This design comes from an exercise in tuning for small area, a short achievable clock period and few clock cycles on the open sky130 flow, not from production work.
Where RTL was checked, it was by simulation tests only, not by an equivalence proof against the original.
No functional check of the RTL was part of run 7.

**flow/run.sh**
```bash
#!/bin/bash
set -euo pipefail
WORK=$(pwd)
rm -rf "$WORK/scripts_abc"
mkdir -p "$WORK/scripts_abc"
cp -r "$FLOW_HOME/scripts/." "$WORK/scripts_abc/"
cp "$WORK/flow/abc.script" "$WORK/scripts_abc/abc_speed.script"
bash "$WORK/standard.sh" SCRIPTS_DIR="$WORK/scripts_abc" ADDER_MAP_FILE= finish > "$WORK/flow_make.log" 2>&1
```
**flow/abc.script**
```
strash
&get -n
&fraig -x
&put
scorr
dc2
strash
&get -n
&dch -f
&nf -R 20
&put
topo
stime -c
```
**standard.sh**
```bash
#!/bin/bash
# synth_recipe.tcl (not shown) runs the flow's synth.tcl, then flattens the netlist and writes it again
# the make line also repeats each setting of config.mk as NAME=value (left out here)
make -C /OpenROAD-flow-scripts/flow DESIGN_CONFIG=/design/flow/config.mk WORK_HOME=/design/flow/orfs CLKGATE_MAP_FILE= SYNTH_SCRIPT=/design/flow/synth_recipe.tcl "${@:-finish}"
```
**config.mk**
```make
export PLATFORM = sky130hd
export DESIGN_NAME = SW
export DESIGN_NICKNAME = SW
export VERILOG_FILES = /design/flow/design.v
export SDC_FILE = /design/flow/constraint.sdc
export NUM_CORES = 4
export LEC_CHECK = 0
export CAP_MARGIN = 20
export CORE_MARGIN = 2
export CORE_UTILIZATION = 80
export CTS_CLUSTER_DIAMETER = 80
export CTS_CLUSTER_SIZE = 24
export SLEW_MARGIN = 20
```
**constraint.sdc**
```tcl
create_clock -name core_clock -period 33.0 [get_ports {clk}]
set_input_delay 6.6000 -clock core_clock [delete_from_list [all_inputs] [get_ports {clk}]]
set_output_delay 6.6000 -clock core_clock [all_outputs]
set_load 0.01 [all_outputs]
```
**design.v**
```verilog
module SW #(parameter WIDTH_SCORE = 8, parameter WIDTH_POS_REF = 7, parameter WIDTH_POS_QUERY = 6)
       (
           input           clk,
           input           reset,
           input           valid,
           input [1:0]     data_ref,
           input [1:0]     data_query,
           output          finish,
           output [WIDTH_SCORE - 1:0]   max,
           output [WIDTH_POS_REF - 1:0]   pos_ref,
           output [WIDTH_POS_QUERY - 1:0]   pos_query
       );
localparam NQ = 48;
localparam K  = 3;                  
localparam P  = NQ / K;             
localparam D0 = 49 - P;             
localparam DL = D0 + P - 1;         
localparam FIN = DL + 65;           
function integer hw;                
    input integer v;
    integer b;
    begin
        b = 0;
        while ((1 << b) <= v) b = b + 1;
        hw = b;
    end
endfunction
reg [6:0] cnt;                      
reg       run;
reg       fin;
wire      go = valid | run;
always @(posedge clk or posedge reset)
begin
    if (reset) begin
        cnt <= 7'd0;
        run <= 1'b0;
        fin <= 1'b0;
    end
    else begin
        run <= go;
        if (go && cnt != FIN)
            cnt <= cnt + 7'd1;
        fin <= (cnt == FIN - 1);
    end
end
assign finish = fin;
reg [2*D0-1:0] rline;               
always @(posedge clk)
begin
    rline <= {rline[2*D0-3:0], data_ref};
end
reg  [7*P-1:0]  Ar;                 
reg  [3*NQ-1:0] Dr;                 
reg  [NQ-1:0]   eIr;
reg  [2*NQ-1:0] Qr;
wire [3*NQ-1:0] DWw;                
wire [3*NQ-1:0] Uw;                 
wire [3*NQ-1:0] R4w;                
reg  [3*P-1:0]  Hd3;                
reg  [P-1:0]    Hdz;                
reg  [3*P-1:0]  DWr;                
reg  [2*P-1:0]  Rr;                 
wire [2*P-1:0]  Rin;                
reg  [7*P-1:0]  Mr;                 
reg  [6*P-1:0]  Jr;                 
reg  [6:0] best;
reg  [6:0] best_r;
reg  [5:0] best_q;
reg  [6:0] o_max;
reg  [6:0] o_r;
reg  [5:0] o_q;
genvar p, c;
generate
for (p = 0; p < P; p = p + 1) begin : pe
    wire clr = (cnt == D0 + p - 1);
    wire ld  = (cnt >= p*K) && (cnt <= p*K + K - 1);
    localparam WA = hw(2*(p*K+1));
    wire [6:0] a0 = Ar[7*p+:7];         
    if (p == 0) begin : r0
        assign Rin[1:0] = rline[2*D0-1:2*D0-2];
    end
    else begin : rn
        assign Rin[2*p+:2] = Rr[2*(p-1)+:2];
    end
    wire [6*K-1:0] sd;
    assign sd[5:0] = {3'd0, a0[2:0]};
    for (c = 1; c < K; c = c + 1) begin : sums
        assign sd[6*c+:6] = sd[6*(c-1)+:6] + {3'd0, Dr[3*(p*K+c)+:3]};
    end
    always @(posedge clk) begin
        Rr[2*p+:2]  <= Rin[2*p+:2];
        DWr[3*p+:3] <= DWw[3*(p*K+K-1)+:3];
        Hd3[3*p+:3] <= sd[6*(K-1)+:3] - 2*(K-1);
        Hdz[p]      <= (a0[6:3] == 4'd0) && (sd[6*(K-1)+:6] == 2*(K-1));
    end
    for (c = 0; c < K; c = c + 1) begin : col
        localparam j = p*K + c;
        wire [2:0] u;
        wire       z;                    
        wire [2:0] dw;
        if (c == 0) begin : c0
            if (p == 0) begin : p0
                assign u  = a0[2:0] + 3'd2;
                assign z  = 1'b1;
                assign dw = 3'd2;
            end
            else begin : pn
                assign u  = a0[2:0] - Hd3[3*(p-1)+:3] + 3'd2;
                assign z  = Hdz[p-1];
                assign dw = DWr[3*(p-1)+:3];
            end
        end
        else begin : cn
            assign u  = Dr[3*j+:3];
            assign z  = (a0[6:3] == 4'd0) && (sd[6*(c-1)+:6] == 2*(c-1));
            assign dw = DWw[3*(j-1)+:3];
        end
        assign Uw[3*j+:3] = u;
        wire [2:0] iu  = u + eIr[j];
        wire       mt  = (Rin[2*p+:2] == Qr[2*j+:2]);
        wire [2:0] e;
        assign e[2] = mt | iu[2] | z;
        assign e[1] = mt | (iu[2] ? iu[1] : ~z);
        assign e[0] = mt ? (&iu) : (iu[2] ? iu[0] : ~z);
        wire [2:0] ea  = mt     ? ((&iu) ? 3'd1 : 3'd6 - u) :
                         iu[2]  ? {2'b00, eIr[j]} :
                         z      ? 3'd4 - u : 3'd3 - u;
        wire [2:0] eb  = 3'd1 - u;               
        wire       ge  = (dw >= e);
        wire [2:0] r4  = ge ? dw : e;            
        assign R4w[3*j+:3] = r4;
        assign DWw[3*j+:3] = ge ? dw + eb : ea;
        if (c == 0) begin : ha
            wire [3:0] dv = {1'b0, r4} - {1'b0, u} - 4'd2;
            wire [6:0] h  = a0 + {{3{dv[3]}}, dv};
            always @(posedge clk)
                Ar[7*p+:7] <= clr ? 7'd0 : {{(7-WA){1'b0}}, h[WA-1:0]};
        end
        else begin : hd
            always @(posedge clk)
                Dr[3*j+:3] <= clr ? 3'd2 : r4 - R4w[3*(j-1)+:3] + Uw[3*(j-1)+:3];
        end
        always @(posedge clk) begin
            eIr[j]     <= clr ? 1'b0 : (iu == r4);
            if (ld)
                Qr[2*j+:2] <= (c == K-1) ? data_query : Qr[2*(j+1)+:2];
        end
    end
    wire [7*(K+1)-1:0] mv;
    wire [6*(K+1)-1:0] jv;
    if (p == 0) begin : m0
        assign mv[6:0] = 7'd0;
        assign jv[5:0] = 6'd0;
    end
    else begin : mn
        assign mv[6:0] = Mr[7*(p-1)+:7];
        assign jv[5:0] = Jr[6*(p-1)+:6];
    end
    wire [6*K-1:0] rel;                  
    wire [6*K-1:0] lm;                   
    wire [2*K-1:0] li;                   
    assign rel[5:0] = 6'd0;
    assign lm[5:0]  = 6'd0;
    assign li[1:0]  = 2'd0;
    for (c = 1; c < K; c = c + 1) begin : mc
        assign rel[6*c+:6] = rel[6*(c-1)+:6] + {3'd0, Dr[3*(p*K+c)+:3]} - 6'd2;
        wire gt = ($signed(rel[6*c+:6]) > $signed(lm[6*(c-1)+:6]));
        assign lm[6*c+:6] = gt ? rel[6*c+:6] : lm[6*(c-1)+:6];
        assign li[2*c+:2] = gt ? c : li[2*(c-1)+:2];
    end
    wire [6:0] cand = a0 + lm[6*(K-1)+:6];
    wire       cgt  = (cand > mv[6:0]);
    assign mv[7*K+:7] = cgt ? cand : mv[6:0];
    assign jv[6*K+:6] = cgt ? (p*K + 1 + li[2*(K-1)+:2]) : jv[5:0];
    if (p < P-1) begin : mreg
        localparam WM = hw(2*(p*K+K));
        always @(posedge clk) begin
            Mr[7*p+:7] <= {{(7-WM){1'b0}}, mv[7*K+:WM]};
            Jr[6*p+:6] <= jv[6*K+:6];
        end
    end
    else begin : mlast
        wire       en  = (cnt >= DL + 1) && (cnt <= DL + 64);
        wire       upd = en && (mv[7*K+:7] > best);
        wire [6:0] nb  = upd ? mv[7*K+:7] : best;
        wire [5:0] nq  = upd ? jv[6*K+:6] : best_q;
        wire [6:0] nr  = upd ? cnt - DL   : best_r;
        always @(posedge clk or posedge reset) begin
            if (reset) begin
                best   <= 7'd0;
                best_r <= 7'd0;
                best_q <= 6'd0;
            end
            else begin
                best   <= nb;
                best_q <= nq;
                best_r <= nr;
            end
        end
        always @(posedge clk) begin
            o_max <= nb;
            o_q   <= nq;
            o_r   <= nr;
        end
    end
end
endgenerate
assign max       = {1'b0, o_max};
assign pos_ref   = o_r;
assign pos_query = o_q;
endmodule
```
==> results of run 1 <==
[path summary, 6_finish.rpt]
check                      cells after the start   endpoint
max                                           21     Dr[71]
max reg2reg                                   21     Dr[71]
max in group asynchronous                      3    best[6]
min reg2reg                                    0  rline[14]
min in group asynchronous                      3  best_r[2]
min                                            0  rline[14]
[through the flow]
stage          utilization  std cells  setup WS [ps]  hold WS (ps)
2_1_floorplan            -       6454          25620           310
6_report             0.853       7437          24860           326
3_3_place_gp         0.831       7355          24800           310
4_1_cts              0.852       7435          24880           323
5_1_grt              0.853       7436          24380           323
3_5_place_dp         0.831       7355          24750           312
[synth_stat cells (all sizes together), types with 25 or more instances]
master and instances:
nor2b 105, or3 30, a211oi 40, a21oi 475
mux2 39, nand2b 127, mux2i 120, nand2 770
xor2 437, edfxtp 96, clkinv 215, o21a 25
maj3 251, nor3 111, nor2 717, a22oi 41
and2 107, o21ai 504, xnor2 982, a31oi 40
a21o 36, nor4 34, and3 25, dfxtp 617
or2 72, o22ai 55, nand3 68, dfrtp 29
[cell type report]
type,instances,area [µm²]
antenna,1,2.50
sequential,742,16000
fill,3944,9450
timing repair buffer,48,423
clock inverter,21,236
multi-input combinational,5496,35200
clock buffer,59,1160
tap,855,1070
inverter,215,807
[logic make-up after synthesis]
family,Yosys count,synth area share
flip-flops,742,0.307
AND/OR/NAND/NOR,2221,0.193
adder cells (fa/ha/maj),251,0.0483
other,1,0.0000722
buffers and inverters,216,0.0157
AO/OA/AOI/OAI,1438,0.163
multiplexers,159,0.0316
XOR/XNOR,1424,0.241
[worst max-delay path: stages, from the launching register on]
cell and delay (ps):
sky130_fd_sc_hd__dfxtp_1 570, sky130_fd_sc_hd__xor2_1 720, sky130_fd_sc_hd__nand2_1 220, sky130_fd_sc_hd__nor2_1 200, sky130_fd_sc_hd__xor2_1 340, sky130_fd_sc_hd__o21ai_0 300
sky130_fd_sc_hd__nor2_1 210, sky130_fd_sc_hd__o22ai_1 120, sky130_fd_sc_hd__o21ai_0 830, sky130_fd_sc_hd__mux2i_1 310, sky130_fd_sc_hd__or3_1 410, sky130_fd_sc_hd__maj3_1 380
sky130_fd_sc_hd__maj3_1 480, sky130_fd_sc_hd__o21ai_0 580, sky130_fd_sc_hd__o22ai_1 190, sky130_fd_sc_hd__o21ai_0 690, sky130_fd_sc_hd__mux2_1 460, sky130_fd_sc_hd__xor2_1 220
sky130_fd_sc_hd__nand2_1 130, sky130_fd_sc_hd__maj3_1 420, sky130_fd_sc_hd__nor2_1 130, sky130_fd_sc_hd__a211oi_1 60
[per-layer routing]
layer	vias to the layer above	GRT usage	share of wire
li1	22489	-	-
met1	21763	0.459	0.42
met2	1763	0.641	0.49
met3	329	0.0406	0.063
met4	0	0.133	0.034
met5	-	0	0
[registers in the layout, summed over array words and instances (netlist names)]
name	cells
Ar	91
Dr	96
Hd3	45
Jr	74
Mr	87
Qr	96
Rin	30
best	7
best_q	6
best_r	7
cnt	7
eIr	48
fin	1
o_max	7
o_q	6
o_r	7
pe.col.dw	45
pe.col.z	15
rline	66
run	1
==> run summary, run 1 <==
The total negative slack for setup checks is 0 ps. The synthesized netlist contains 69 unique library cells. Leaving out fill and tap cells, the most frequent cell in the layout is sky130_fd_sc_hd__xnor2_1. The part of the Yosys area used for sequential elements is 0.307. The maximum root-to-sink buffer count came out at 3.

In this run the worst setup path begins at Ar[49]. The type of destination of the critical path is a flop. The tree is rooted in a sky130_fd_sc_hd__clkbuf_16. The period utilization came out at 0.247. In the layout the commonest cells are sky130_fd_sc_hd__xnor2_1, sky130_fd_sc_hd__nand2_1, sky130_fd_sc_hd__nor2_1.

Data arrives at the worst endpoint at 8600 ps. The tightest min-delay check is of the flop to flop type. The flow ran to the end and the layout has no timing, DRC or antenna violations. The post-DP HPWL came out at 92.6 mm. The beginning of the worst hold path is rline[12]. The count of input and output buffers came out at 27. The final count of hold timing violations was 0. Max-cap violations in this run came to 0.

The upper clock frequency limit came out at 0.123 GHz. The count of pins over their slew limit came out at 0. The TritonCTS clock tree is yes. The cell area after layout is 54900 µm². The floorplan die width came out at 259 µm. Buffers inserted to repair hold after CTS numbered 0. The area enclosed by the die boundary is 67000 µm². The final global-route overflow total is 0. The I/O pin total is 29.

Setup violations remaining at the end of the flow were counted as 0. The last weighted congestion value of the routability-driven placer came out at 0.930. In this run the critical register-to-register path is launched from Ar[49]. The clock latency on the worst-skew pair came out at 650 ps.

The number of vias per cell is 6.23. The number of synthesized flops with an enable pin came out at 96. Of all nets on the critical path, the largest fanout is 11. The floorplan has 93 rows.

The number of antenna violations at the first check in global routing came out at 2. The dominant register cell in the synthesized netlist is sky130_fd_sc_hd__dfxtp_1. The core region is 64300 µm².

The clock drives 742 sinks. The detailed-router iteration count before antenna repair came out at 7. Setup repair after global routing left no endpoint under its margin. The starting density of the core came out at 0.808.

The TritonCTS buffer count came out at 43. The share of Yosys cell area claimed by the top area cell type is 0.238. The number of gates resized after CTS was 0.

The clock arrives with 30.5 ps of skew. The async set or reset register ratio after synthesis is 0.0391. The worst setup path is of the flop to flop kind. The number of global-route vias before repair came to 43207. In the final routed layout, each cell accounts on average for 17.1 µm. The post-place instance area came out at 53500 µm².

The count of warnings emitted by yosys came out at 1. The synthesized area per cell is 8.05 µm². The via count of the routed design is 46344. The number of levels in the clock H-tree is 2. The total global-route track usage is 0.364.

Across all register-to-register paths, the minimum setup slack is 24860 ps. The final layout contains 6553 nets. The number of DRC violations after detailed-routing iteration 0 came out at 4160. By area the synthesized netlist is led by sky130_fd_sc_hd__dfxtp_1, sky130_fd_sc_hd__xnor2_1, sky130_fd_sc_hd__xor2_1.

The total wire length is 127 mm. The required time at the endpoint of the critical path came out at 33460 ps. The die extent in y is 259 µm.

The transition time at the pin with the least slew margin is 1150 ps. The share of final-layout standard cells stronger than drive strength 1 came out at 0.0143. The register clock-pin slew on the reported worst setup and hold paths is 90 ps. The post-route minimum period is 8140 ps. The cell taking the most area after synthesis is sky130_fd_sc_hd__dfxtp_1. The area growth from synthesis to layout is 5.63%. The post-CTS setup repair buffer count came out at 0. The post-synthesis register bit count is 742. The worst slew margin relative to its limit came out at 0.230. The number of design rule violations left after detail routing is 0.

In the synthesized netlist, the number of instances is 6452. Summing every instance area after synthesis gives 52000 µm². The first-pass GRT wire length is 207 mm.

The remaining antenna violation count is 0. Entering global routing, the biggest net connects 33 pins. The kind of start point of the critical path is a flop.
Testbench counts, summed over its fixed seeds: cycles 22,072.
==> run 2, diff against run 1 <==
--- a/config.mk
+++ b/config.mk
@@ -7,7 +7,7 @@
 export LEC_CHECK = 0
 export CAP_MARGIN = 20
 export CORE_MARGIN = 2
-export CORE_UTILIZATION = 80
+export CORE_UTILIZATION = 40
 export CTS_CLUSTER_DIAMETER = 80
 export CTS_CLUSTER_SIZE = 24
 export SLEW_MARGIN = 20
==> run 2 against run 1 <==
Net effect:
- area after synthesis did not move
- global-route usage shrank 18 points
- via count down 5.9%
- clock skew is 46 ps higher
- sequential share of layout area shrank 1.0 points
- register-to-register slack gained 460 ps
- hold slack better by 1.8 ps
- critical endpoint is now max[5]
==> run summary, run 2 <==
The path class of the lowest-slack min-delay path is flop to flop. The post-route minimum period is 8170 ps. The data arrival time of the critical path is 1570 ps. The clock sink count came out at 742. By instance count, the leading cell after synthesis is sky130_fd_sc_hd__xnor2_1. The diode insertion count for antenna repair came out at 0. The startpoint of the worst-slack reg-to-reg timing path is Ar[36]. STA classifies the critical path startpoint as a flop. The number of antenna violations at the first check in global routing came to 1.

Among all flip-flop cells after synthesis, the most frequent one is sky130_fd_sc_hd__dfxtp_1. The part of the Yosys area used for sequential elements is 0.307. The commonest cells after synthesis are sky130_fd_sc_hd__xnor2_1, sky130_fd_sc_hd__nand2_1, sky130_fd_sc_hd__nor2_1. The maximum root-to-sink buffer count is 3. The type of destination of the critical path is an output port. The number of DRC violations after detailed-routing iteration 0 is 2739. The setup path with the least slack is of type flop to output port.

TritonCTS built the clock tree. The xor and xnor area share after synthesis is 0.241. From left edge to right edge, the die measures 364 µm.

The upper clock frequency limit is 0.122 GHz. The count of buffering cells on the critical path with inverters included came out at 1. The total negative slack for setup checks is 0 ps.

The number of global-route vias before repair is 40616. The synthesized design contains 96 enable-type register cells. The number of cells on the worst reg-to-reg path came out at 22.

Setup repair after global routing left no endpoint under its margin. The number of levels in the clock H-tree came out at 2. The signal on the critical path passes through clkdlybuf4s50_1. At the later pin of the worst-skew pair, clock insertion delay measures 720 ps.

The floorplan has 132 rows. The wire length per cell is 14.7 µm. The wire-length estimate of the detail-placed layout is 92.6 mm. The total wire length came out at 123 mm. The number of setup buffers added after CTS is 0. The number of max-cap violations came out at 0.

Setup violations remaining at the end of the flow were counted as 0. In this run the worst setup path begins at o_max[5]. The largest delay contributor family on the critical path is buffers and inverters. The share of synthesized area spent on multiplexers came out at 0.0316.

The count of pins over their slew limit is 0. The share of the synthesized area in compound gates (AO/OA/AOI/OAI) was 0.163. For hold timing, the worst endpoint is rline[43].

The total global-route track usage came out at 0.181. The fraction of the mapped netlist area in simple logic gates is 0.193. Hold repair after CTS inserted 0 buffers. Once the clock tree was built, the resizer swapped 0 gates to a different size.

The count of warnings emitted by yosys is 1. The number of vias per cell came out at 5.22. The maximum net fanout on the critical path came out at 1. The worst slew margin relative to its limit is 0.233.

The post-synthesis adder-cell area fraction is 0.0483. By area the synthesized netlist is led by sky130_fd_sc_hd__dfxtp_1, sky130_fd_sc_hd__xnor2_1, sky130_fd_sc_hd__xor2_1. The endpoint identified for the worst register-to-register timing path is Dr[53]. The final count of hold timing violations came out at 0.

The stage delay of the slowest cell on the critical path is 530 ps. The post-synthesis to final-layout area growth is 9.41%.

The starting density of the core came out at 0.402. The worst hold path begins at rline[41]. The count of nets left with antenna violations once routing finished came out at 0. The die extent in y came out at 364 µm. The maximum number of pins on one net before global-route repair came out at 33. The synthesized area per cell is 8.05 µm². The library cell used most frequently in the layout, excluding fill and tap cells, is sky130_fd_sc_hd__xnor2_1. The count of input and output buffers is 27. The area of the mapped netlist is 52000 µm². Buffers inserted during clock tree synthesis total 56.

The number of design rule violations left after detail routing came out at 0. The required time at the endpoint of the critical path came out at 26400 ps. The top cell types in the final layout, fill and taps aside, are sky130_fd_sc_hd__xnor2_1, sky130_fd_sc_hd__nand2_1, sky130_fd_sc_hd__nor2_1.

Detailed routing inserted a total of 43626 vias. The detailed-router iteration count before antenna repair came out at 6. The root buffer cell chosen for the clock tree is sky130_fd_sc_hd__clkbuf_16. The core region area is 129000 µm². The area enclosed by the die boundary is 133000 µm². After synthesis, the largest family of logic cells by area is XOR/XNOR gates. The transition time at the pin with the least slew margin came out at 1150 ps. The hold-critical path depth is 0. Across the routed clock network, the largest skew measured is 76.3 ps. The period utilization came out at 0.248.

After clock tree synthesis, the clock-pin slew on the worst setup and hold paths is 90 ps. The last weighted congestion value of the routability-driven placer is 0.880. The number of instances in the synthesized netlist is 6452. The share of Yosys cell area claimed by the top area cell type is 0.238. Of all cell types, the one taking the most synthesized area is sky130_fd_sc_hd__dfxtp_1. The share of final-layout standard cells stronger than drive strength 1 is 0.0214. The async set or reset register ratio after synthesis came out at 0.0391. During I/O placement, the number of pins put on the boundary was 29. The count of distinct cell types in the synthesized netlist is 69. The post-synthesis register bit count came out at 742.

The run finished with no timing, DRC or antenna violations. The largest registers in the layout are Dr: 96 flops, Qr: 96 flops, Ar: 91 flops. The number of nets in the final layout is 6581. The first-pass GRT wire length came out at 203 mm. The slowest library cell on the worst path is sky130_fd_sc_hd__clkdlybuf4s50_1. After global routing the overflow that remains totals 0.
## run 2: metrics by stage
| stage | utilization | hold WS (ps) | std cells | worst slack, ps | area (µm²) |
|---|---|---|---|---|---|
| final | 0.440 | 328 | 8363 | 24830 | 56900 |
| after floorplan | - | 310 | 6454 | 25620 | 52000 |
| after global placement | 0.423 | 312 | 8257 | 24880 | 54700 |
| after detailed placement | 0.424 | 312 | 8257 | 24930 | 54700 |
| after CTS | 0.440 | 326 | 8362 | 24750 | 56800 |
| after global routing | 0.440 | 329 | 8363 | 24490 | 56900 |
## run 2: cell type report
cell class                 instances  area, µm²
fill                           12819      72300
multi-input combinational       5496      35200
sequential                       742      16000
tap                             1742       2180
clock buffer                      65       1490
inverter                         215        807
clock inverter                    40        642
timing repair buffer              63        538
## run 2: how the worst max path moves through the flow
stage	cells after the start	end	slack (ps)
2_1_floorplan	6	cnt[6]	25620
3_3_place_gp	7	cnt[6]	24880
3_5_place_dp	7	cnt[6]	24930
4_1_cts	1	max[5]	24750
5_1_grt	22	Dr[53]	24490
6_report	1	max[5]	24830
## run 2: metal layers
metal,share of wire,GRT usage
met2,0.46,0.307
met5,0,0
met4,0.015,0.0330
met1,0.49,0.246
met3,0.036,0.0230
## run 2: kinds of logic (layout without fill, tap and decap cells)
logic type / Yosys count / count (layout)
AO/OA/AOI/OAI: 1438 / 1438
XOR/XNOR: 1424 / 1424
adder cells (fa/ha/maj): 251 / 251
buffers and inverters: 216 / 383
flip-flops: 742 / 742
multiplexers: 159 / 159
other: 1 / 3
AND/OR/NAND/NOR: 2221 / 2221
==> run 3, diff against run 2 <==
--- a/config.mk
+++ b/config.mk
@@ -8,6 +8,7 @@
 export CAP_MARGIN = 20
 export CORE_MARGIN = 2
 export CORE_UTILIZATION = 40
-export CTS_CLUSTER_DIAMETER = 80
-export CTS_CLUSTER_SIZE = 24
+export CTS_BUF_LIST = sky130_fd_sc_hd__clkbuf_8
+export CTS_CLUSTER_DIAMETER = 60
+export CTS_CLUSTER_SIZE = 16
 export SLEW_MARGIN = 20
==> run 3 against run 2 <==
Net effect:
- clock skew up 7.1 ps
- wire length rose by 0.60%
- count of clock-buffer cells in the layout increased by 33
- sequential share of layout area down 0.083 points
- first-iteration DRC count rose by 0.18%
- global-route usage grew 0.17 points
- hold slack worse by 4.7 ps
- final cell count increased by 0.87%
- via count is 0.69% higher
- sequential cell count unchanged
- core utilization rose by 0.13 points
- critical path type unchanged
- highest routed layer unchanged
==> run summary, run 3 <==
The critical path class is flop to output port. The post-DP HPWL came out at 92.6 mm. The number of levels in the clock H-tree came out at 3. The wire length per cell came out at 14.7 µm. The number of antenna violations at the first check in global routing is 2. The first-pass GRT wire length came out at 205 mm.

The largest registers in the layout are Dr: 96 flops, Qr: 96 flops, Ar: 91 flops. The most critical setup path has its endpoint at finish. The post-route minimum period is 8260 ps. The xor and xnor area share after synthesis is 0.241.

The register clock-pin slew on the reported worst setup and hold paths is 100 ps. The number of design rule violations left after detail routing is 0. The synthesized design spends more area on one cell type than any other, namely sky130_fd_sc_hd__dfxtp_1. The I/O pin total is 29. The number of DRC violations after detailed-routing iteration 0 came out at 2744. The library cell used most frequently in the layout, excluding fill and tap cells, is sky130_fd_sc_hd__xnor2_1. For this design, the slowest cell found on the critical path is sky130_fd_sc_hd__clkdlybuf4s50_1. The count of buffering cells on the critical path with inverters included came out at 1.

Setup violations remaining at the end of the flow were counted as 0. In this run the number of cells on the critical path is 1. TritonCTS built the clock tree. After routing, the total negative slack on setup checks comes to 0 ps. The worst register-to-register path begins at Ar[36]. Entering global routing, the biggest net connects 33 pins. The count of input and output buffers is 27. The congestion estimate from routability-driven global placement came to 0.880. Setup repair after global routing left no endpoint under its margin.

For this block, the routed nets add up to 124 mm of wire. The die extent in y is 364 µm. The number of instances in the synthesized netlist is 6452.

The via count of the routed design came out at 43927. The die is 364 µm wide. The share of the synthesized area in compound gates (AO/OA/AOI/OAI) is 0.163.

In this design, the largest share of critical-path delay is due to buffers and inverters. The share of synthesized area spent on multiplexers is 0.0316. In this run the register-to-register setup slack is 25330 ps. The share of Yosys cell area claimed by the top area cell type is 0.238. The largest family of logic cells by synthesized area is XOR/XNOR gates. The number of synthesized flops with an enable pin came out at 96. For this run, the number of Yosys warnings is 1.

The stage delay of the slowest cell on the critical path is 520 ps. The worst setup path is captured at an output port. The run finished with no timing, DRC or antenna violations. The number of global-route vias before repair is 40908. Measured in cells, the most critical reg-to-reg path has a length of 22. STA puts the critical path data required time at 26400 ps. The worst clock skew came out at 83.4 ps. The post-synthesis adder-cell area fraction is 0.0483. Traced cell by cell, the critical path runs through clkdlybuf4s50_1. The maximum net fanout on the critical path is 1.

The core region area is 129000 µm². For this run, the register share of the synthesized area comes to 0.307. Across the run, the number of max-cap violations was 0. The data arrival time of the critical path came out at 1660 ps. The count of distinct cell types in the synthesized netlist came out at 69.

Counting the buffers created by CTS gives 94. Measured against its own limit, the worst slew margin works out to 0.261. The post-synthesis register bit count is 742.

Yosys instantiated no cell more often than sky130_fd_sc_hd__xnor2_1. In this run the critical register-to-register path is captured at Dr[53]. The total global-route track usage is 0.182.

The beginning of the worst hold path is rline[36]. The remaining antenna violation count came out at 0. The source of the critical timing path is fin. The mapped netlist covers 52000 µm². The number of placement rows came out at 132. The starting density of the core came out at 0.402.

From synthesis to final layout, the design area changed by 9.73%. The worst path meets setup with 24740 ps of slack. The count of pins over their slew limit came out at 0.

By area the synthesized netlist is led by sky130_fd_sc_hd__dfxtp_1, sky130_fd_sc_hd__xnor2_1, sky130_fd_sc_hd__xor2_1. The kind of start point of the critical path is a flop. The transition time at the pin with the least slew margin is 1100 ps. Buffers added to address setup during post-CTS repair amount to 0. The synthesized area per cell came out at 8.05 µm².

In the layout the commonest cells are sky130_fd_sc_hd__xnor2_1, sky130_fd_sc_hd__nand2_1, sky130_fd_sc_hd__nor2_1. The final global-route overflow total came out at 0. The die covers 133000 µm². The number of buffers inserted by hold repair at cts is 0. Clock tree synthesis selected as its root buffer the cell sky130_fd_sc_hd__clkbuf_8. The period utilization is 0.250. Gates resized during post-CTS repair numbered 0. The worst setup slack before clock tree synthesis came out at 24930 ps. The final count of hold timing violations is 0. The detailed-router iteration count before antenna repair came out at 7. In the final layout, the share of cells above drive strength 1 is 0.0314. The fraction of the mapped netlist area in simple logic gates is 0.193.

The clock latency on the worst-skew pair came out at 840 ps. The clock sink count is 742. The number of nets in the final layout is 6619. The path class of the lowest-slack min-delay path is flop to flop. The most used flip-flop cell after synthesis is sky130_fd_sc_hd__dfxtp_1. The maximum root-to-sink buffer count is 3. In the synthesized netlist, the cells that appear most often are sky130_fd_sc_hd__xnor2_1, sky130_fd_sc_hd__nand2_1, sky130_fd_sc_hd__nor2_1. In the synthesized netlist the async set-or-reset flop fraction comes to 0.0391.

The upper clock frequency limit came out at 0.121 GHz. The number of vias per cell came out at 5.21.
-- run 3: changes by cell type in the layout (fill, tap and decap cells not counted), sizes merged --
cell,change
clkinv,+4
inv,+23
clkbuf,+33
bufinv,+6
clkinvlp,+6
diode,+1
-- run 3: layout make-up --
type	count	area [µm²]
sequential	742	16000
timing repair buffer	63	538
antenna	1	2.50
clock inverter	79	947
multi-input combinational	5496	35200
fill	12868	72100
inverter	215	807
tap	1742	2180
clock buffer	98	1350
-- run 3: worst min-delay path by stage --
stage | end | cells past startpoint | slack, ps
2_1_floorplan | rline[10] | 0 | 310
3_3_place_gp | rline[23] | 0 | 310
3_5_place_dp | rline[60] | 0 | 310
4_1_cts | rline[38] | 0 | 330
5_1_grt | rline[16] | 0 | 340
6_report | rline[38] | 0 | 320
-- run 3: routing by layer --
| metal | share of wire | GRT usage | routed length [µm] |
|---|---|---|---|
| met1 | 0.48 | 0.247 | 59900 |
| met5 | 0 | 0 | 0 |
| met4 | 0.018 | 0.0387 | 2260 |
| met3 | 0.036 | 0.0250 | 4490 |
| met2 | 0.46 | 0.308 | 57000 |
-- run 3: through the flow --
| step | cells | area [µm²] | hold slack (ps) | util |
|---|---|---|---|---|
| 2_1_floorplan | 6454 | 52000 | 310 | - |
| 3_3_place_gp | 8257 | 54700 | 312 | 0.423 |
| 3_5_place_dp | 8257 | 54700 | 312 | 0.424 |
| 4_1_cts | 8434 | 57000 | 328 | 0.441 |
| 5_1_grt | 8436 | 57000 | 338 | 0.442 |
| 6_report | 8436 | 57000 | 323 | 0.442 |
-- run 3: kinds of logic after synthesis --
family,count (synthesis)
adder cells (fa/ha/maj),251
flip-flops,742
other,1
multiplexers,159
XOR/XNOR,1424
buffers and inverters,216
AO/OA/AOI/OAI,1438
AND/OR/NAND/NOR,2221
==> run 4, diff against run 3 <==
==> config.mk (replaced) <==
export PLATFORM = sky130hd
export DESIGN_NAME = SW
export DESIGN_NICKNAME = SW
export VERILOG_FILES = /design/flow/design.v
export SDC_FILE = /design/flow/constraint.sdc
export NUM_CORES = 4
export LEC_CHECK = 0
export CAP_MARGIN = 20
export CORE_MARGIN = 2
export CORE_UTILIZATION = 70
export CTS_CLUSTER_DIAMETER = 80
export CTS_CLUSTER_SIZE = 30
export SLEW_MARGIN = 20
==> run 4 against run 3 <==
Net effect:
- sequential share of layout area grew 0.85 points
- first-iteration DRC count grew 17%
- critical path depth is the same
- area after synthesis is the same
- hold slack lost 7.8 ps
- worst setup slack gained 160 ps
- sequential cell count is the same
- clock skew shrank 60 ps
- final cell count shrank 11%
- critical endpoint unchanged
- highest routed layer unchanged
==> run summary, run 4 <==
The flow ran to the end and the layout has no timing, DRC or antenna violations. The maximum number of pins on one net before global-route repair is 33. The tightest hold path in the finished design has a slack of 315 ps. The number of vias per cell came out at 5.88. The count of warnings emitted by yosys is 1. The part of the Yosys area used for sequential elements is 0.307.

The required time at the endpoint of the critical path is 26400 ps. The TritonCTS buffer count came out at 44. The total wire length came out at 118 mm. The number of antenna violations at the first check in global routing came out at 1. The last weighted congestion value of the routability-driven placer came out at 0.930. The kind of start point of the critical path is a flop. Ranked by total cell area, the synthesized netlist is headed by sky130_fd_sc_hd__dfxtp_1, sky130_fd_sc_hd__xnor2_1, sky130_fd_sc_hd__xor2_1.

The async set or reset register ratio after synthesis came out at 0.0391. The number of gates resized after CTS was 0. The total global-route track usage is 0.301. The count of pins over their slew limit came out at 0. Of the cells placed in the final design, the portion with a size suffix greater than 1 is 0.0161. The count of buffering cells on the critical path with inverters included came out at 1. The H-tree generated during clock tree synthesis spans 2 levels. The routed design could run at a clock period as short as 8100 ps. The transition time at the pin with the least slew margin came out at 1140 ps.

STA puts the critical path data arrival time at 1500 ps. Counting every sink on the clock net gives 742. Once the clock tree was built, the setup fixing pass inserted 0 buffers. In the layout the commonest cells are sky130_fd_sc_hd__xnor2_1, sky130_fd_sc_hd__nand2_1, sky130_fd_sc_hd__nor2_1. After routing the design area is 55400 µm². The total negative slack for setup checks came out at 0 ps. The starting density of the core is 0.710.

For this run, the top clock speed supported by timing is 0.123 GHz. The number of placement rows is 99. The clock latency on the worst-skew pair came out at 640 ps. The area enclosed by the die boundary is 76400 µm².

After detailed routing, the average wire length per cell comes to 15.7 µm. The synthesized area per cell is 8.05 µm². The post-DP HPWL came out at 89.0 mm. The worst setup path is of the flop to output port kind. The worst clock skew came out at 23.7 ps. The count of distinct cell types in the synthesized netlist is 69. The core region area came out at 73200 µm².

The number of buffers inserted by hold repair at cts came out at 0. The post-place instance area is 53600 µm². By count the netlist is led by sky130_fd_sc_hd__xnor2_1, sky130_fd_sc_hd__nand2_1, sky130_fd_sc_hd__nor2_1. In the final layout, the registers with the most flip-flops are Dr: 96 flops, Qr: 96 flops, Ar: 91 flops. The number of DRC violations after detailed-routing iteration 0 is 3205. The post-synthesis register bit count is 742. The die extent in y came out at 276 µm. The first-pass GRT wire length is 198 mm. The synthesized design contains 96 enable-type register cells. The final global-route overflow total came out at 0.

The number of global-route vias before repair came out at 41108. The stage delay of the slowest cell on the critical path came out at 530 ps. Broken down by cell family, the worst path's largest delay share belongs to buffers and inverters.

The layer carrying the most global-route usage is met2. The cell taking the most area after synthesis is sky130_fd_sc_hd__dfxtp_1. The worst hold path belongs to the class flop to flop. The worst setup path is captured at an output port. Traced cell by cell, the critical path runs through clkdlybuf4s50_1. The floorplan die width came out at 276 µm. The final layout contains 6556 nets. The maximum net fanout on the critical path came out at 1. The slowest stage of the critical path belongs to the cell sky130_fd_sc_hd__clkdlybuf4s50_1. The met1 routing resource usage after global routing is 0.403. The number of instances in the synthesized netlist is 6452.

The library cell used most frequently in the layout, excluding fill and tap cells, is sky130_fd_sc_hd__xnor2_1.

The share of Yosys cell area claimed by the top area cell type is 0.238. The detailed-router iteration count before antenna repair came out at 6. The register clock-pin slew on the reported worst setup and hold paths is 110 ps. The area growth from synthesis to layout is 6.51%. After synthesis the cells add up to 52000 µm².

The met3 demand-to-capacity share in global routing is 0.0294. Setup repair after global routing left no endpoint under its margin. The via count of the routed design came out at 44366. The final count of hold timing violations is 0. The maximum root-to-sink buffer count is 3. The most common cell in the synthesized netlist is sky130_fd_sc_hd__xnor2_1.

During placement, the flow inserted port buffers numbering 27. The I/O pin total came out at 29. The period utilization is 0.245. The number of design rule violations left after detail routing is 0. Setup violations remaining at the end of the flow were counted as 0. The number of max-cap violations is 0. TritonCTS built the clock tree.

In this run the tightest slew margin relative to its limit is 0.232. The most used flip-flop cell after synthesis is sky130_fd_sc_hd__dfxtp_1. The met2 routing resource usage after global routing is 0.517. The clock root buffer is sky130_fd_sc_hd__clkbuf_16. The remaining antenna violation count came out at 0.
## run 4: kinds of logic after synthesis
kind of cell,share of synthesized area
other cells,0.0000722
buf+inv,0.0157
compound gates,0.163
xor+xnor,0.241
flops,0.307
simple gates,0.193
mux,0.0316
fa+ha+maj,0.0483
## run 4: final cells by class
class | instances | area, µm²
antenna | 1 | 2.50
clock buffer | 50 | 1150
clock inverter | 32 | 552
fill | 5636 | 17900
inverter | 215 | 807
multi-input combinational | 5496 | 35200
sequential | 742 | 16000
tap | 959 | 1200
timing repair buffer | 50 | 440
## run 4: worst paths after layout
check | startpoint | to | slack (ps) | depth (start not counted)
worst max-delay path | fin | finish | 24900 | 1
worst max register to register | Ar[49] | Dr[71] | 25230 | 21
max in group asynchronous | reset | best_r[5] | 26300 | 3
worst min register to register | rline[42] | rline[44] | 320 | 0
min in group asynchronous | reset | best_r[6] | 6360 | 3
worst min-delay path | rline[42] | rline[44] | 320 | 0
## run 4: per-layer routing
metal  part of all wire  vias to the layer above
li1                   -                    22496
met1               0.46                    20678
met2               0.47                     1006
met3              0.044                      186
met4              0.026                        0
met5                  0                        -
## run 4: per-stage QoR
step / util / setup slack, ps / instances
final: 0.756 / 24900 / 7545
after detailed placement: 0.732 / 24870 / 7461
after floorplan: - / 25620 / 6454
after global placement: 0.732 / 24870 / 7461
after global routing: 0.756 / 24560 / 7544
after CTS: 0.756 / 24860 / 7543
==> run 5, diff against run 4 <==
==> flow/abc.script (replaced) <==
strash
&get -n
&fraig -x
&put
scorr
dc2
strash
&get -n
&dch -f
&nf -R 40
&put
topo
stime -c
--- a/config.mk
+++ b/config.mk
@@ -9,5 +9,5 @@
 export CORE_MARGIN = 2
 export CORE_UTILIZATION = 70
 export CTS_CLUSTER_DIAMETER = 80
-export CTS_CLUSTER_SIZE = 30
+export CTS_CLUSTER_SIZE = 24
 export SLEW_MARGIN = 20
==> run 5 against run 4 <==
Net effect:
- area after synthesis fell by 0.89%
- wire length is 2.0% higher
- largest cell class unchanged
- via count up 1.0%
- worst setup slack better by 21 ps
- clock skew increased by 2.4 ps
- first-iteration DRC count shrank 9.5%
- non-clock buffer count down 3
- final cell count about the same
- still clean
- core utilization is 0.63 points lower
==> run summary, run 5 <==
In this run, synthesis produced a sequential element count of 742. The starting density of the core is 0.706. In the routed design, unresolved DRC markers number 0.

The via count of the routed design is 44821. Once the clock tree was built, the resizer swapped 0 gates to a different size. The detailed-router iteration count before antenna repair is 5. The library cell with the highest instance count after synthesis is sky130_fd_sc_hd__xnor2_1. The async set or reset register ratio after synthesis is 0.0391. The number of synthesized flops with an enable pin is 96.

The type of destination of the critical path is an output port. The library cells used most frequently in the layout, excluding fill and tap cells, are sky130_fd_sc_hd__xnor2_1, sky130_fd_sc_hd__nand2_1, sky130_fd_sc_hd__nor2_1. The last weighted congestion value of the routability-driven placer is 0.905.

The routed design could run at a clock period as short as 8080 ps. The data arrival time of the critical path is 1480 ps. The count of pins over their slew limit came to 0. The remaining antenna violation count came out at 0. The number of vias per cell came out at 5.94. The worst setup path is of the flop to output port kind.

In the final layout, the registers with the most flip-flops are Dr: 96 flops, Qr: 96 flops, Ar: 91 flops. For this run, the leading register cell type out of synthesis is sky130_fd_sc_hd__dfxtp_1. Measured against the total synthesized area, the mux share comes to 0.0206. The number of cells on the worst reg-to-reg path is 24. The share of final-layout standard cells stronger than drive strength 1 is 0.0153. The post-synthesis to final-layout area growth is 6.20%. For this run, the share of the core covered by cells in the final layout is 0.750.

The I/O pin total is 29. The number of global-route vias before repair came out at 41501. The fraction of the mapped netlist area in simple logic gates came out at 0.196. Yosys attributes the largest share of cell area to sky130_fd_sc_hd__dfxtp_1, sky130_fd_sc_hd__xnor2_1, sky130_fd_sc_hd__xor2_1.

The number of DRC violations after detailed-routing iteration 0 came out at 2901. The worst hold path belongs to the class flop to flop. The number of nets in the final layout came out at 6554. The number of setup buffers added after CTS is 0. The total negative slack for setup checks is 0 ps. The transition time at the pin with the least slew margin came out at 1220 ps. The wire length per cell came out at 16.0 µm. The count of input and output buffers came out at 27. The upper clock frequency limit is 0.124 GHz. The biggest area contributor in the post-synthesis netlist is sky130_fd_sc_hd__dfxtp_1. The largest family of logic cells by synthesized area is XOR/XNOR gates. In this run the worst path has a maximum fanout of 1. The library cell used most frequently in the layout, excluding fill and tap cells, is sky130_fd_sc_hd__xnor2_1. In this run the vertical extent of the chip is 275 µm. Setup repair after global routing left no endpoint under its margin. Entering global routing, the biggest net connects 34 pins. The share of Yosys cell area claimed by the top area cell type is 0.240.

The first global-routing pass estimated 198 mm of wire. The xor and xnor area share after synthesis came out at 0.241. The number of placement rows is 99. The clock root buffer is sky130_fd_sc_hd__clkbuf_16.

The part of the Yosys area used for sequential elements is 0.310. The final count of hold timing violations came out at 0. The share of the synthesized area in compound gates (AO/OA/AOI/OAI) came out at 0.171.

The core region area came out at 73000 µm². The run finished with no timing, DRC or antenna violations. The final global-route overflow total came out at 0. The worst pin sits at a relative slew slack of 0.187.

Averaged over all synthesized cells, the footprint is 7.98 µm². The worst clock skew came out at 26.1 ps. The total global-route track usage is 0.310.

In this run the number of cells on the critical path is 1. The total wire length came out at 121 mm. The number of instances in the synthesized netlist is 6451. The post-synthesis adder-cell area fraction is 0.0474. Together, buffers and inverters on the worst path number 1.

For this run, the number of Yosys warnings is 1. The register clock-pin slew on the reported worst setup and hold paths is 90 ps. The clock latency on the worst-skew pair is 620 ps.

STA classifies the critical path startpoint as a flop. Across all hold checks on the routed design, the worst slack comes to 331 ps. The post-DP HPWL is 90.5 mm. The signal on the critical path passes through clkdlybuf4s50_1. The largest individual stage delay along the critical path comes from the cell sky130_fd_sc_hd__clkdlybuf4s50_1. The floorplan die width is 275 µm. The final setup violation count is 0. Synthesis instantiated 70 different standard cells from the library.

The clock sink count came out at 742. After clock tree synthesis, the flow added hold-fix buffers numbering 0. The area of the mapped netlist came out at 51500 µm². Of the available clock period, the critical path in the final layout requires 0.245.

The stage delay of the slowest cell on the critical path came out at 540 ps. The cell family contributing the most delay on the critical path is buffers and inverters. Sorting the synthesized cells by how often they occur yields sky130_fd_sc_hd__xnor2_1, sky130_fd_sc_hd__nand2_1, sky130_fd_sc_hd__nor2_1. The number of antenna violations at the first check in global routing is 2.

Along the worst hold path, the cell count comes to 0. The number of levels in the clock H-tree is 2. TritonCTS created 46 clock buffers. The TritonCTS clock tree is yes.

The area enclosed by the die boundary came out at 75800 µm². At the worst endpoint, the required time is 26400 ps. The number of max-cap violations is 0. The maximum root-to-sink buffer count came out at 3.
## run 5: cell count changes in the layout (fill, tap and decap cells not counted), moves of 11 or more
cell                       previous run  this run
sky130_fd_sc_hd__or2_0               72        61
sky130_fd_sc_hd__a21oi_1            475       549
sky130_fd_sc_hd__nor2_1             717       749
sky130_fd_sc_hd__mux2_1              39        25
sky130_fd_sc_hd__o21ai_0            502       520
sky130_fd_sc_hd__clkinv_1           215       177
sky130_fd_sc_hd__mux2i_1            120        78
## run 5: final timing paths
kind / endpoint / slack (ps) / from
hold / removal: rline[64] / 330 / rline[62]
hold reg to reg: rline[64] / 330 / rline[62]
setup / recovery: pos_ref[1] / 24920 / o_r[1]
max in group asynchronous: best_q[2] / 26270 / reset
min in group asynchronous: cnt[2] / 6360 / reset
setup reg to reg: Dr[134] / 25080 / Ar[99]
## run 5: logic make-up (layout without fill, tap and decap cells)
group	count (synthesis)	count (layout)
other cells	1	4
simple gates	2245	2245
xor+xnor	1415	1415
mux	103	103
compound gates	1522	1522
buf+inv	179	308
flops	742	742
fa+ha+maj	244	244
## run 5: per-layer routing
layer  global-route usage  part of all wire  up-vias  wire length [µm]
met5                    0                 0        -                 0
met4               0.0819             0.023        0              2820
li1                     -                 -    22554                 -
met1                0.410              0.45    21067             54700
met2                0.543              0.48     1031             58100
met3               0.0271             0.043      169              5180
## run 5: final cells by class
class,count,area [µm²]
multi-input cells,5532,34900
fillers,5726,18300
flip-flops and latches,742,16000
clock buffers,58,1250
well taps,959,1200
inverters,178,669
repair buffers,47,418
clock inverters,25,294
diodes,1,2.50
## run 5: per-stage QoR
stage,setup WS [ps],area [µm²],std cells
after global placement,24790,53100,7457
after detailed placement,24750,53100,7457
final,24920,54700,7542
after floorplan,25620,51500,6453
after CTS,24880,54700,7540
after global routing,24520,54700,7542
==> run 6, diff against run 5 <==
==> flow/abc.script (replaced) <==
strash
&get -n
&fraig -x
&put
scorr
dc2
strash
&get -n
&dch -f
&nf -R 20
&put
topo
stime -c
==> run 6 against run 5 <==
Net effect:
- sequential cell count is the same
- via count is 0.72% lower
- synthesized cell count is essentially flat
- core utilization grew 0.38 points
- largest cell class unchanged
- first-iteration DRC count rose by 3.0%
- non-clock buffer count grew 3
- critical path type unchanged
==> run summary, run 6 <==
Summed over all layers, the routed wires come to 119 mm. The worst slew margin relative to its limit came out at 0.231. The number of placement rows came out at 99. Measured along the x axis, the die boundary spans 276 µm.

Post-CTS timing repair inserted 0 buffers for setup. For the worst-skew pair, the clock arrives at the later sink with an insertion delay of 630 ps. Compared with the post-synthesis result, the final layout area differs by 6.15%. The tree is rooted in a sky130_fd_sc_hd__clkbuf_16. The final global-route overflow total came out at 0. The area of the mapped netlist came out at 52000 µm². In this run the most critical hold path is launched from rline[48]. The number of synthesized flops with an enable pin came out at 96. The number of inserted filler cells in the final layout came out at 5669. Leaving out fill and tap cells, the most frequent cell in the layout is sky130_fd_sc_hd__xnor2_1. The library cell with the highest instance count after synthesis is sky130_fd_sc_hd__xnor2_1. Setup repair after global routing left no endpoint under its margin. In the synthesized netlist the dominant register cell turns out to be sky130_fd_sc_hd__dfxtp_1. The number of antenna violations at the first check in global routing was 1. Data arrives at the worst endpoint at 1500 ps. The via count of the routed design came out at 44499. The TritonCTS buffer count came out at 44. The largest individual stage delay along the critical path comes from the cell sky130_fd_sc_hd__clkdlybuf4s50_1. The largest registers in the layout are Dr: 96 flops, Qr: 96 flops, Ar: 91 flops. The share of Yosys cell area claimed by the top area cell type is 0.238. The startpoint of the worst-slack reg-to-reg timing path is Ar[49]. The number of buffers inserted by hold repair at cts came out at 0. The largest total area in the synthesized netlist belongs to sky130_fd_sc_hd__dfxtp_1. The maximum root-to-sink buffer count is 3.

The net count of the finished layout is 6556. The stage delay of the slowest cell on the critical path is 530 ps. The post-DP HPWL is 89.0 mm. The count of input and output buffers is 27. The worst clock skew is 35.9 ps. In this run the vertical extent of the chip is 276 µm. The reg-to-reg critical path endpoint is Dr[71]. The number of levels in the clock H-tree came out at 2. The first global-routing pass estimated 197 mm of wire. The floorplan step defined a die boundary enclosing 76400 µm². The transition time at the pin with the least slew margin is 1150 ps.

TritonCTS built the clock tree. The worst setup path is of the flop to output port kind. The maximum net fanout on the critical path is 1. The detailed-router iteration count before antenna repair came out at 6. The number of antenna diodes in the final layout is 0. The worst setup slack before clock tree synthesis came out at 24870 ps. The number of gates given a new drive strength after cts came out at 0. In this run the worst hold path is classified as flop to flop. The last weighted congestion value of the routability-driven placer came out at 0.930. In the final layout, the share of cells above drive strength 1 is 0.0147. The critical path goes through clkdlybuf4s50_1. In the post-synthesis netlist, the biggest area contributors are sky130_fd_sc_hd__dfxtp_1, sky130_fd_sc_hd__xnor2_1, sky130_fd_sc_hd__xor2_1. The final count of hold timing violations came out at 0. The worst hold path was traced through 0 stages. The worst setup path is launched from a flop. The number of global-route vias before repair came to 41027. The post-synthesis register bit count came out at 742. The final worst slack is 24900 ps. The count of buffering cells on the critical path with inverters included came out at 1. The maximum number of pins on one net before global-route repair came out at 33.

For this run, the register share of the synthesized area comes to 0.307. Based on the critical path, the design can be clocked at up to 0.123 GHz. For this configuration, the core starts out at a cell density of 0.710. The number of vias per cell is 5.90. The number of instances in the synthesized netlist is 6452. The kind of cell with the highest combined delay along the critical path is buffers and inverters. Pin placement for this block handled 29 I/O pins. The number of cells on the worst reg-to-reg path came out at 21.

The library cells used most frequently in the layout, excluding fill and tap cells, are sky130_fd_sc_hd__xnor2_1, sky130_fd_sc_hd__nand2_1, sky130_fd_sc_hd__nor2_1. Ranked by instance count, the synthesized netlist is headed by sky130_fd_sc_hd__xnor2_1, sky130_fd_sc_hd__nand2_1, sky130_fd_sc_hd__nor2_1. The count of warnings emitted by yosys is 1. The core region area is 73200 µm². The synthesized area per cell is 8.05 µm². The number of max-cap violations is 0.

The post-route minimum period is 8100 ps. The remaining antenna violation count came out at 0. The sink of the worst hold path is rline[50].

The count of distinct cell types in the synthesized netlist is 69. For this run, the total global-route usage over all layers was measured as 0.301. For this design, the sink count on the clock tree is 742. STA classifies the critical path endpoint as an output port.

The async set or reset register ratio after synthesis is 0.0391. The run finished with no timing, DRC or antenna violations.

The required time at the endpoint of the critical path came out at 26400 ps. The number of DRC violations after detailed-routing iteration 0 is 2987. After detailed routing, the average wire length per cell comes to 15.7 µm.

The final setup violation count is 0. Of the available clock period, the critical path in the final layout requires 0.245. The count of pins over their slew limit is 0.

In the routed design, unresolved DRC markers number 0. After clock tree synthesis, the clock-pin slew on the worst setup and hold paths is 90 ps. The total negative slack for setup checks came out at 0 ps. The worst hold slack across all endpoints came out at 320 ps.
run 6: changes by cell type after synthesis, moves of 7 or more:
cell,previous run,this run
sky130_fd_sc_hd__o32ai_1,17,9
sky130_fd_sc_hd__a2bb2oi_1,5,13
sky130_fd_sc_hd__a21oi_1,549,475
sky130_fd_sc_hd__a22oi_1,51,41
sky130_fd_sc_hd__a31oi_1,50,40
sky130_fd_sc_hd__nor2_1,749,717
sky130_fd_sc_hd__maj3_1,244,251
sky130_fd_sc_hd__mux2_1,25,39
sky130_fd_sc_hd__o21ai_0,523,504
sky130_fd_sc_hd__o211ai_1,11,21
sky130_fd_sc_hd__mux2i_1,78,120
sky130_fd_sc_hd__or2_0,61,72
sky130_fd_sc_hd__o41ai_1,8,15
sky130_fd_sc_hd__clkinv_1,178,215
run 6: worst register-to-register path, cell delays in order, from the launching register on:
cell and delay [ps]:
sky130_fd_sc_hd__dfxtp_1 600, sky130_fd_sc_hd__xor2_1 760, sky130_fd_sc_hd__nand2_1 180, sky130_fd_sc_hd__nor2_1 190, sky130_fd_sc_hd__xor2_1 330, sky130_fd_sc_hd__o21ai_0 290
sky130_fd_sc_hd__nor2_1 190, sky130_fd_sc_hd__o22ai_1 100, sky130_fd_sc_hd__o21ai_0 690, sky130_fd_sc_hd__mux2i_1 290, sky130_fd_sc_hd__or3_1 370, sky130_fd_sc_hd__maj3_1 360
sky130_fd_sc_hd__maj3_1 480, sky130_fd_sc_hd__o21ai_0 560, sky130_fd_sc_hd__o22ai_1 170, sky130_fd_sc_hd__o21ai_0 690, sky130_fd_sc_hd__mux2_1 450, sky130_fd_sc_hd__xor2_1 220
sky130_fd_sc_hd__nand2_1 130, sky130_fd_sc_hd__maj3_1 420, sky130_fd_sc_hd__nor2_1 120, sky130_fd_sc_hd__a211oi_1 50
run 6: per-layer routing:
metal  GRT usage  vias to the layer above  share of wire
li1            -                    22499              -
met1       0.401                    20718           0.46
met2       0.515                     1091           0.47
met3      0.0305                      191          0.045
met4      0.0908                        0          0.028
met5           0                        -              0
run 6: how the worst max path moves through the flow:
stage,endpoint,start,slack (ps),cells after the start
floorplan,cnt[6],valid,25620,6
global placement,cnt[6],valid,24870,7
detailed placement,cnt[6],valid,24870,7
CTS,finish,fin,24860,1
global route,Dr[71],Ar[49],24610,21
finish,finish,fin,24900,1
run 6: cell families after synthesis:
family | after synthesis | share of synthesized area
simple gates | 2221 | 0.193
compound gates | 1438 | 0.163
xor+xnor | 1424 | 0.241
flops | 742 | 0.307
fa+ha+maj | 251 | 0.0483
buf+inv | 216 | 0.0157
mux | 159 | 0.0316
other cells | 1 | 0.0000722
run 6: layout make-up:
| class | count | area [µm²] | area share |
|---|---|---|---|
| Clock buffer | 63 | 1240 | 0.0224 |
| Clock inverter | 19 | 283 | 0.00513 |
| Inverter | 215 | 807 | 0.0146 |
| Multi-Input combinational cell | 5496 | 35200 | 0.639 |
| Sequential cell | 742 | 16000 | 0.289 |
| Tap cell | 959 | 1200 | 0.0218 |
| Timing Repair Buffer | 50 | 440 | 0.00798 |
run 6: through the flow:
step           cell area (µm²)  cells  utilization
5_1_grt                  55200   7544        0.754
4_1_cts                  55100   7543        0.753
3_5_place_dp             53600   7461        0.732
2_1_floorplan            52000   6454            -
3_3_place_gp             53600   7461        0.732
6_report                 55200   7544        0.754
==> run 7, diff against run 6 <==
--- a/design.v
+++ b/design.v
@@ -55,7 +55,7 @@
 reg  [2*NQ-1:0] Qr;
 wire [3*NQ-1:0] DWw;                
 wire [3*NQ-1:0] Uw;                 
-wire [3*NQ-1:0] R4w;                
+wire [NQ-1:0]   GEw;                
 reg  [3*P-1:0]  Hd3;                
 reg  [P-1:0]    Hdz;                
 reg  [3*P-1:0]  DWr;                
@@ -128,7 +128,7 @@
         wire [2:0] eb  = 3'd1 - u;               
         wire       ge  = (dw >= e);
         wire [2:0] r4  = ge ? dw : e;            
-        assign R4w[3*j+:3] = r4;
+        assign GEw[j] = ge;
         assign DWw[3*j+:3] = ge ? dw + eb : ea;
         if (c == 0) begin : ha
             wire [3:0] dv = {1'b0, r4} - {1'b0, u} - 4'd2;
@@ -137,8 +137,9 @@
                 Ar[7*p+:7] <= clr ? 7'd0 : {{(7-WA){1'b0}}, h[WA-1:0]};
         end
         else begin : hd
+            wire eD = GEw[j-1];
             always @(posedge clk)
-                Dr[3*j+:3] <= clr ? 3'd2 : r4 - R4w[3*(j-1)+:3] + Uw[3*(j-1)+:3];
+                Dr[3*j+:3] <= clr ? 3'd2 : (ge ? {2'b00, eD} : e - dw + eD);
         end
         always @(posedge clk) begin
             eIr[j]     <= clr ? 1'b0 : (iu == r4);
--- a/config.mk
+++ b/config.mk
@@ -7,7 +7,7 @@
 export LEC_CHECK = 0
 export CAP_MARGIN = 20
 export CORE_MARGIN = 2
-export CORE_UTILIZATION = 70
+export CORE_UTILIZATION = 55
 export CTS_CLUSTER_DIAMETER = 80
 export CTS_CLUSTER_SIZE = 24
 export SLEW_MARGIN = 20
==> run 7 against run 6 <==
Net effect:
- still clean on timing, DRC and antenna
- sequential share of layout area decreased by 0.22 points
- count of clock-buffer cells in the layout decreased by 4
- critical path depth is the same
- hold slack better by 9.1 ps
- via count down 3.2%
==> run summary, run 7 <==
The run finished with no timing, DRC or antenna violations. Compared with the post-synthesis result, the final layout area differs by 7.41%. The transition time at the pin with the least slew margin came out at 1080 ps. The count of pins over their slew limit came out at 0. The maximum net fanout on the critical path is 1. The slowest library cell on the worst path is sky130_fd_sc_hd__clkdlybuf4s50_1. The cell area after layout came out at 55600 µm². The worst clock skew came out at 23.2 ps. For this run, the number of Yosys warnings is 1. The share of final-layout standard cells stronger than drive strength 1 is 0.0177. The stage delay of the slowest cell on the critical path is 540 ps. The synthesized netlist occupies a cell area of 51800 µm². The register clock-pin slew on the reported worst setup and hold paths came out at 90 ps. The most common cell after layout, fill and taps aside is sky130_fd_sc_hd__xnor2_1. The number of levels in the clock H-tree is 2. The number of antenna violations at the first check in global routing is 3. The starting density of the core came out at 0.555. The number of instances in the synthesized netlist is 6449.

The total negative slack for setup checks is 0 ps. The most used flip-flop cell after synthesis is sky130_fd_sc_hd__dfxtp_1. The longest clock path from root to sink contains 3 buffers. The library cells used most frequently in the layout, excluding fill and tap cells, are sky130_fd_sc_hd__xnor2_1, sky130_fd_sc_hd__nor2_1, sky130_fd_sc_hd__nand2_1. The path class of the lowest-slack min-delay path is flop to flop.

During I/O placement, the number of pins put on the boundary was 29. The post-CTS setup repair buffer count came out at 0. The final global-route overflow total came out at 0. Once detailed placement completed, the half-perimeter wirelength came to 91.4 mm. The number of vias per cell is 5.48.

Hold repair after CTS inserted 0 buffers. Final hold analysis gives a worst-case slack of 329 ps. Counting both buffers and inverters, the worst setup path holds a total of 1. The data arrival time of the critical path is 1520 ps. The count of distinct cell types in the synthesized netlist came out at 68.

The utilization after layout came out at 0.596. The final setup violation count came out at 0. The floorplan die width is 311 µm. The upper clock frequency limit is 0.123 GHz. The first global-routing pass estimated 200 mm of wire.

The async set or reset register ratio after synthesis is 0.0391. The largest delay contributor family on the critical path is buffers and inverters.

The post-place instance area is 53800 µm². The wire length per cell came out at 15.4 µm. The number of global-route vias before repair came out at 39787. The count of input and output buffers came out at 27.

Setup slack on the worst reg-to-reg path comes out at 25680 ps. The number of nets in the final layout is 6562. In the final layout, the registers with the most flip-flops are Dr: 96 flops, Qr: 96 flops, Ar: 91 flops.

The number of gates given a new drive strength after cts came out at 0. The total global-route track usage is 0.243. The first detailed-routing pass took 6 iterations.

The worst setup path is launched from a flop. In this run the remaining antenna-violating nets after routing total 0. Max-cap violations in this run came to 0. The final count of hold timing violations is 0. The number of inserted filler cells in the final layout came out at 8700.

Counting tap cells, the placed design contains a total of 7757 instances. Sorting the synthesized cells by how often they occur yields sky130_fd_sc_hd__xnor2_1, sky130_fd_sc_hd__nor2_1, sky130_fd_sc_hd__nand2_1. The period utilization is 0.246.

The post-synthesis register bit count came out at 742. The required time at the endpoint of the critical path is 26400 ps. The part of the Yosys area used for sequential elements came out at 0.308. The post-route minimum period is 8120 ps. The number of clock buffers added by TritonCTS is 50. The number of synthesized flops with an enable pin is 96. Entering global routing, the biggest net connects 30 pins.

The critical path class is flop to output port. The clock net in this run drives a total of 742 sinks. A synthesized cell averages 8.03 µm². For this run, design rule violations remaining after detail routing come to 0. Yosys attributes the largest share of cell area to sky130_fd_sc_hd__dfxtp_1, sky130_fd_sc_hd__xnor2_1, sky130_fd_sc_hd__xor2_1. The most common cell in the synthesized netlist is sky130_fd_sc_hd__xnor2_1. The share of Yosys cell area claimed by the top area cell type came out at 0.239. TritonCTS built the clock tree.

The signal on the critical path passes through clkdlybuf4s50_1. The core region area came out at 93300 µm². CTS placed an instance of sky130_fd_sc_hd__clkbuf_16 at the clock tree root. The final cell count without fillers is 7850. The via count of the routed design came out at 43055.

The type of destination of the critical path is an output port. Setup repair after global routing left no endpoint under its margin. The number of DRC violations after detailed-routing iteration 0 is 2664. The area enclosed by the die boundary is 96600 µm².

Summed over all layers, the routed wires come to 121 mm. The cell taking the most area after synthesis is sky130_fd_sc_hd__dfxtp_1. The clock latency on the worst-skew pair is 650 ps. The last weighted congestion value of the routability-driven placer came out at 0.877.

The die extent in y came out at 311 µm. The number of placement rows came out at 112. The worst slew margin relative to its limit came out at 0.279.
-- run 7: changes by cell type in the layout (fill, tap and decap cells not counted), sizes merged, moves of 22 or more --
| cell | change |
|---|---|
| mux2i | +26 |
| nand2b | +22 |
| clkinv | +35 |
| maj3 | -26 |
| nor2 | +51 |
| nand2 | -81 |
| xnor2 | -59 |
-- run 7: metrics by stage --
stage / worst slack, ps
CTS: 24830
global route: 24820
finish: 24880
floorplan: 25520
global placement: 24780
detailed placement: 24790
-- run 7: cell type report --
cell class              count  area (µm²)  share of cell area
well taps                1254        1570              0.0282
clock inverters            33         445             0.00801
inverters                 244         916              0.0165
clock buffers              59        1320              0.0237
multi-input cells        5464       34900               0.628
repair buffers             53         465             0.00837
flip-flops and latches    742       16000               0.287
diodes                      1        2.50           0.0000450
-- run 7: kinds of logic after synthesis --
group                    share of synthesized area
AND/OR/NAND/NOR                              0.197
AO/OA/AOI/OAI                                0.163
XOR/XNOR                                     0.232
flip-flops                                   0.308
buffers and inverters                       0.0178
adder cells (fa/ha/maj)                     0.0435
multiplexers                                0.0380
other                                    0.0000724
-- run 7: worst paths after layout --
check / cells past startpoint / from / end
max: 1 / o_r[3] / pos_ref[3]
min: 0 / rline[15] / rline[17]
max reg2reg: 21 / Ar[85] / eIr[38]
min reg2reg: 0 / rline[15] / rline[17]
max in group asynchronous: 3 / reset / best_r[1]
min in group asynchronous: 3 / reset / fin
-- run 7: per-layer routing --
metal	global-route usage	wire, µm	up-vias
li1	-	-	22499
met1	0.330	58000	19942
met2	0.426	57500	507
met3	0.0183	3200	107
met4	0.0474	1940	0
met5	0	0	-

## re-timing with driven ports
Ports are ideal in the flow. The routed layouts listed here were re-timed in OpenROAD.
Step 1: set_driving_cell puts a clkbuf_16 on clk and a buf_2 on each other input, an assumption about the parent block.
Step 2 times the ports against the registers' clock, not the clock port: input delays grow and output delays shrink by t, the midpoint of the rising clock arrivals with the driver on.
a / b / c = ideal ports / drivers / drivers and shift; a / b = the first two.
| run | t (ns) | setup WS [ns] | slew at the worst register clock pin (ns) | pins driven straight from the clock port |
|---|---|---|---|---|
| run 1 | 0.700 | 24.857 / 24.835 / 24.783 | 0.10 / 0.10 | 1 |
| run 2 | 0.754 | 24.828 / 24.757 / 24.948 | 0.10 / 0.10 | 1 |
| run 3 | 0.869 | 24.739 / 24.670 / 24.923 | 0.10 / 0.10 | 1 |
| run 4 | 0.692 | 24.901 / 24.834 / 24.851 | 0.11 / 0.11 | 1 |
| run 5 | 0.682 | 24.923 / 24.853 / 24.715 | 0.10 / 0.10 | 1 |
| run 6 | 0.687 | 24.899 / 24.830 / 24.866 | 0.10 / 0.10 | 1 |
| run 7 | 0.712 | 24.884 / 24.810 / 24.748 | 0.10 / 0.10 | 1 |
After both steps setup and hold are still met in every run listed. For run 5, which loses most, drivers alone change the setup slack by -0.070 ns; drivers and shift together by -0.208 ns.
